This is an optimization exercise on Yosys and OpenROAD, whose aim is small area, a short achievable clock period and few clock cycles, not a production implementation. In this exercise RTL edits were held to simulation tests only and were not proved equivalent to the original. No activity file was given, so power comes from the tool's default toggle rates.

==> run X <==
==> flow/design.v <==
module performance_counter #(
    parameter COUNTER_WIDTH = 16
) (
    input  logic                        clk,
    input  logic                        rst_n,
    input  logic                        block_completed,
    output logic [COUNTER_WIDTH-1:0]    blocks_processed,
    output logic [COUNTER_WIDTH-1:0]    cycles_elapsed
);
    always_ff @(posedge clk or negedge rst_n) begin
        if (!rst_n)
            blocks_processed <= '0;
        else if (block_completed)
            blocks_processed <= blocks_processed + 1'b1;
    end
    always_ff @(posedge clk or negedge rst_n) begin
        if (!rst_n)
            cycles_elapsed <= '0;
        else
            cycles_elapsed <= cycles_elapsed + 1'b1;
    end
endmodule
module encrypt_engine #(
    parameter BLOCK_WIDTH = 32
) (
    input  logic [BLOCK_WIDTH-1:0]  data_in,
    output logic [BLOCK_WIDTH-1:0]  data_out
);
    localparam logic [8*32-1:0] KEYS = {
        32'h55555555, 32'hAAAAAAAA, 32'h76543210, 32'hFEDCBA98,
        32'h9ABCDEF0, 32'h12345678, 32'hCAFEBABE, 32'hDEADBEEF
    };
    always_comb begin
        data_out = data_in;
        for (int r = 0; r < 8; r++) begin
            data_out = data_out ^ KEYS[r*32 +: 32];
            data_out = {data_out[BLOCK_WIDTH-2:0], data_out[BLOCK_WIDTH-1]};
        end
    end
endmodule
module crypto_accelerator_top #(
    parameter BLOCK_WIDTH = 32,
    parameter COUNTER_WIDTH = 16
) (
    input  logic                        clk,
    input  logic                        rst_n,
    input  logic [BLOCK_WIDTH-1:0]      data_in,
    input  logic                        data_in_valid,
    output logic                        data_in_ready,
    output logic [BLOCK_WIDTH-1:0]      data_out,
    output logic                        data_out_valid,
    input  logic                        data_out_ready,
    output logic [COUNTER_WIDTH-1:0]    blocks_processed,
    output logic [COUNTER_WIDTH-1:0]    cycles_elapsed
);
    logic [BLOCK_WIDTH-1:0] encrypted;
    encrypt_engine #(.BLOCK_WIDTH(BLOCK_WIDTH)) u_encrypt_engine (
        .data_in  (data_in),
        .data_out (encrypted)
    );
    assign data_in_ready = !data_out_valid || data_out_ready;
    always_ff @(posedge clk or negedge rst_n) begin
        if (!rst_n)
            data_out_valid <= 1'b0;
        else if (data_in_ready)
            data_out_valid <= data_in_valid;
    end
    always_ff @(posedge clk) begin
        if (data_in_ready)
            data_out <= encrypted;
    end
    performance_counter #(.COUNTER_WIDTH(COUNTER_WIDTH)) u_performance_counter (
        .clk              (clk),
        .rst_n            (rst_n),
        .block_completed  (data_out_valid & data_out_ready),
        .blocks_processed (blocks_processed),
        .cycles_elapsed   (cycles_elapsed)
    );
endmodule
==> flow/flow/run.sh <==
#!/bin/bash
# Own layout flow: the standard ORFS flow, with every input and output port
# buffered by a plain sky130_fd_sc_hd__buf_1 (which timing repair then sizes as
# needed) instead of the delay buffer buffer_ports picks by default.
# The make output goes to flow_make.log in the work folder; each ORFS step also
# keeps its own log under orfs/logs/.
set -euo pipefail
export BUFFER_PORTS_ARGS="-buffer_cell sky130_fd_sc_hd__buf_1"
bash standard.sh > flow_make.log 2>&1
==> flow/standard.sh <==
#!/bin/bash
# synth_recipe.tcl (not shown) runs the flow's synth.tcl, then flattens the netlist and writes it again
# the make line also repeats each setting of config.mk as NAME=value (left out here)
make -C /OpenROAD-flow-scripts/flow DESIGN_CONFIG=/design/flow/config.mk WORK_HOME=/design/flow/orfs CLKGATE_MAP_FILE= SYNTH_SCRIPT=/design/flow/synth_recipe.tcl "${@:-finish}"
==> flow/config.mk <==
export PLATFORM = sky130hd
export DESIGN_NAME = crypto_accelerator_top
export DESIGN_NICKNAME = crypto_accelerator_top
export VERILOG_FILES = /design/flow/design.v
export SDC_FILE = /design/flow/constraint.sdc
export NUM_CORES = 4
export LEC_CHECK = 0
export CAP_MARGIN = 20
export CORE_MARGIN = 2
export CORE_UTILIZATION = 35
export SETUP_SLACK_MARGIN = 4
export SLEW_MARGIN = 20
==> flow/constraint.sdc <==
create_clock -name core_clock -period 6.0 [get_ports {clk}]
set_input_delay 1.2000 -clock core_clock [delete_from_list [all_inputs] [get_ports {clk}]]
set_output_delay 1.2000 -clock core_clock [all_outputs]
set_load 0.01 [all_outputs]
==> inputs of run F, as changes to run X <==
==> flow/design.v, changed modules only <==
module crypto_accelerator_top #(
    parameter BLOCK_WIDTH = 32,
    parameter COUNTER_WIDTH = 16
) (
    input  logic                        clk,
    input  logic                        rst_n,
    input  logic [BLOCK_WIDTH-1:0]      data_in,
    input  logic                        data_in_valid,
    output logic                        data_in_ready,
    output logic [BLOCK_WIDTH-1:0]      data_out,
    output logic                        data_out_valid,
    input  logic                        data_out_ready,
    output logic [COUNTER_WIDTH-1:0]    blocks_processed,
    output logic [COUNTER_WIDTH-1:0]    cycles_elapsed
);
    logic [BLOCK_WIDTH-1:0] encrypted;
    logic [BLOCK_WIDTH-1:0] skid_data;
    logic                   skid_valid;    
    logic                   in_ready;      
    logic                   out_empty;     
    logic                   out_load;
    encrypt_engine #(.BLOCK_WIDTH(BLOCK_WIDTH)) u_encrypt_engine (
        .data_in  (data_in),
        .data_out (encrypted)
    );
    assign data_in_ready = in_ready;
    assign out_load = out_empty || data_out_ready;
    always_ff @(posedge clk or negedge rst_n) begin
        if (!rst_n) begin
            data_out_valid <= 1'b0;
            out_empty      <= 1'b1;
            skid_valid     <= 1'b0;
            in_ready       <= 1'b1;
        end else if (out_load) begin
            data_out_valid <= skid_valid || data_in_valid;
            out_empty      <= !(skid_valid || data_in_valid);
            skid_valid     <= 1'b0;
            in_ready       <= 1'b1;
        end else if (!skid_valid) begin
            skid_valid     <= data_in_valid;
            in_ready       <= !data_in_valid;
        end
    end
    always_ff @(posedge clk) begin
        if (out_load)
            data_out <= skid_valid ? skid_data : encrypted;
    end
    always_ff @(posedge clk) begin
        if (!skid_valid)
            skid_data <= encrypted;
    end
    performance_counter #(.COUNTER_WIDTH(COUNTER_WIDTH)) u_performance_counter (
        .clk              (clk),
        .rst_n            (rst_n),
        .block_completed  (!out_empty && data_out_ready),
        .blocks_processed (blocks_processed),
        .cycles_elapsed   (cycles_elapsed)
    );
endmodule
==> flow/flow/run.sh (replaced) <==
#!/bin/bash
# Own layout flow: the standard ORFS flow (standard.sh) with
#  - every input and output port buffered by a plain sky130_fd_sc_hd__buf_1
#    (timing repair sizes it as needed) instead of the delay buffer
#    buffer_ports picks by default;
set -euo pipefail
export BUFFER_PORTS_ARGS="-buffer_cell sky130_fd_sc_hd__buf_1"
export SETUP_MOVE_SEQUENCE="sizeup,swap"
export SKIP_GATE_CLONING=1
bash standard.sh > flow_make.log 2>&1
==> inputs of run P, as changes to run X <==
==> flow/run.sh (new file) <==
#!/bin/bash
# synth_recipe.tcl (not shown) runs the flow's synth.tcl, then flattens the netlist and writes it again
# the make line also repeats each setting of config.mk as NAME=value (left out here)
make -C /OpenROAD-flow-scripts/flow DESIGN_CONFIG=/design/flow/config.mk WORK_HOME=/design/flow/orfs CLKGATE_MAP_FILE= SYNTH_SCRIPT=/design/flow/synth_recipe.tcl finish
- SETUP_SLACK_MARGIN: 4 -> not set
removed: flow/flow/run.sh
removed: flow/standard.sh
==> inputs of run M, as changes to run X <==
==> flow/design.v, changed modules only <==
module crypto_accelerator_top #(
    parameter BLOCK_WIDTH = 32,
    parameter COUNTER_WIDTH = 16
) (
    input  logic                        clk,
    input  logic                        rst_n,
    input  logic [BLOCK_WIDTH-1:0]      data_in,
    input  logic                        data_in_valid,
    output logic                        data_in_ready,
    output logic [BLOCK_WIDTH-1:0]      data_out,
    output logic                        data_out_valid,
    input  logic                        data_out_ready,
    output logic [COUNTER_WIDTH-1:0]    blocks_processed,
    output logic [COUNTER_WIDTH-1:0]    cycles_elapsed
);
    logic [BLOCK_WIDTH-1:0] encrypted;
    logic [BLOCK_WIDTH-1:0] skid_data;
    logic                   skid_valid;    
    logic                   in_ready;      
    logic                   out_empty;     
    logic                   out_load;
    encrypt_engine #(.BLOCK_WIDTH(BLOCK_WIDTH)) u_encrypt_engine (
        .data_in  (data_in),
        .data_out (encrypted)
    );
    assign data_in_ready = in_ready;
    assign out_load = out_empty || data_out_ready;
    always_ff @(posedge clk or negedge rst_n) begin
        if (!rst_n) begin
            data_out_valid <= 1'b0;
            out_empty      <= 1'b1;
            skid_valid     <= 1'b0;
            in_ready       <= 1'b1;
        end else if (out_load) begin
            data_out_valid <= skid_valid || data_in_valid;
            out_empty      <= !(skid_valid || data_in_valid);
            skid_valid     <= 1'b0;
            in_ready       <= 1'b1;
        end else if (!skid_valid) begin
            skid_valid     <= data_in_valid;
            in_ready       <= !data_in_valid;
        end
    end
    always_ff @(posedge clk) begin
        if (out_load)
            data_out <= skid_valid ? skid_data : encrypted;
    end
    always_ff @(posedge clk) begin
        if (!skid_valid)
            skid_data <= encrypted;
    end
    performance_counter #(.COUNTER_WIDTH(COUNTER_WIDTH)) u_performance_counter (
        .clk              (clk),
        .rst_n            (rst_n),
        .block_completed  (!out_empty && data_out_ready),
        .blocks_processed (blocks_processed),
        .cycles_elapsed   (cycles_elapsed)
    );
endmodule
- CORE_UTILIZATION: 35 -> 60
==> summary of the runs <==
- In area after synthesis, run M and run F do not differ.
- In run X the flip-flop and latch count is lower than in run F, by 35.
- First-iteration DRC count, highest first: run M, run P, run F, run X.
- Power, highest first: run M, run F, run P, run X.
==> figures <==
quantity                                                                                                 run M                                               run P                  run F                                               run X
Outcome                                                                                         finished clean                                      finished clean         finished clean                                      finished clean
Flip-flop and latch power                                                                               805 µW                                              541 µW                 834 µW                                              524 µW
Clk. pwr                                                                                                422 µW                                              379 µW                 401 µW                                              348 µW
Relative contribution of combinational cells to total power                                              15.5%                                               14.5%                  11.8%                                               17.1%
Number of global-route vias before repair                                                                 2146                                                1550                   1965                                                1643
Time the worst path needs with I/O delays and setup                                                    2.20 ns                                             4.03 ns                2.19 ns                                             2.77 ns
Switching fraction of total power                                                                        25.0%                                               23.9%                  25.5%                                               25.5%
Post-detail-place hpwl                                                                                 4030 µm                                             3570 µm                4070 µm                                             3360 µm
Highest cell delay on the worst timing path                                                            0.55 ns                                             0.62 ns                0.55 ns                                             0.15 ns
Endpoint of the worst-slack reg-to-reg timing path           u_performance_counter.cycles_elapsed[8]$_DFF_PN0_  u_performance_counter.cycles_elapsed[12]$_DFF_PN0_  data_out[1]$_DFFE_PP_  u_performance_counter.cycles_elapsed[12]$_DFF_PN0_
Testbench counts of run X, summed over its fixed seeds: cycles 11,070.
Testbench counts of run F, summed over its fixed seeds: cycles 11,071.
Testbench counts of run P, summed over its fixed seeds: cycles 11,070.
Testbench counts of run M, summed over its fixed seeds: cycles 11,071.

[afterwards: timing with drivers on the ports]
No port has a modelled driver above. Below, the same layouts with a new extraction and two added sets of constraints. Step 1 sets driving cells, clkbuf_16 on the clock port and buf_2 on the other inputs (assumed; they add their load-dependent delay and slew). Step 2, shift: input delay + t, output delay - t, t = (earliest + latest rising clock arrival at the registers) / 2. This alone moves slack from input paths to output paths. Three values: ideal ports, drivers, drivers and shift; two values: the first two.
| run | t, ns | setup WS [ns] | hold WS [ns] | clock arrival spread, ns | slew at the worst register clock pin (ns) |
|---|---|---|---|---|---|
| run X | 0.351 | 3.230 / 3.191 / 3.191 | 0.494 / 0.494 / 0.494 | 0.006 / 0.006 | 0.07 / 0.07 |
| run F | 0.375 | 3.808 / 3.775 / 3.731 | 0.475 / 0.475 / 0.475 | 0.014 / 0.014 | 0.10 / 0.10 |
| run P | 0.350 | 1.975 / 1.952 / 1.952 | 0.472 / 0.472 / 0.472 | 0.007 / 0.007 | 0.07 / 0.07 |
| run M | 0.376 | 3.805 / 3.775 / 3.648 | 0.471 / 0.471 / 0.471 | 0.010 / 0.011 | 0.09 / 0.09 |
After both steps every run listed still meets setup and hold. The setup slack of run M, which loses most, moves by -0.030 ns with the drivers and by -0.157 ns with both steps.
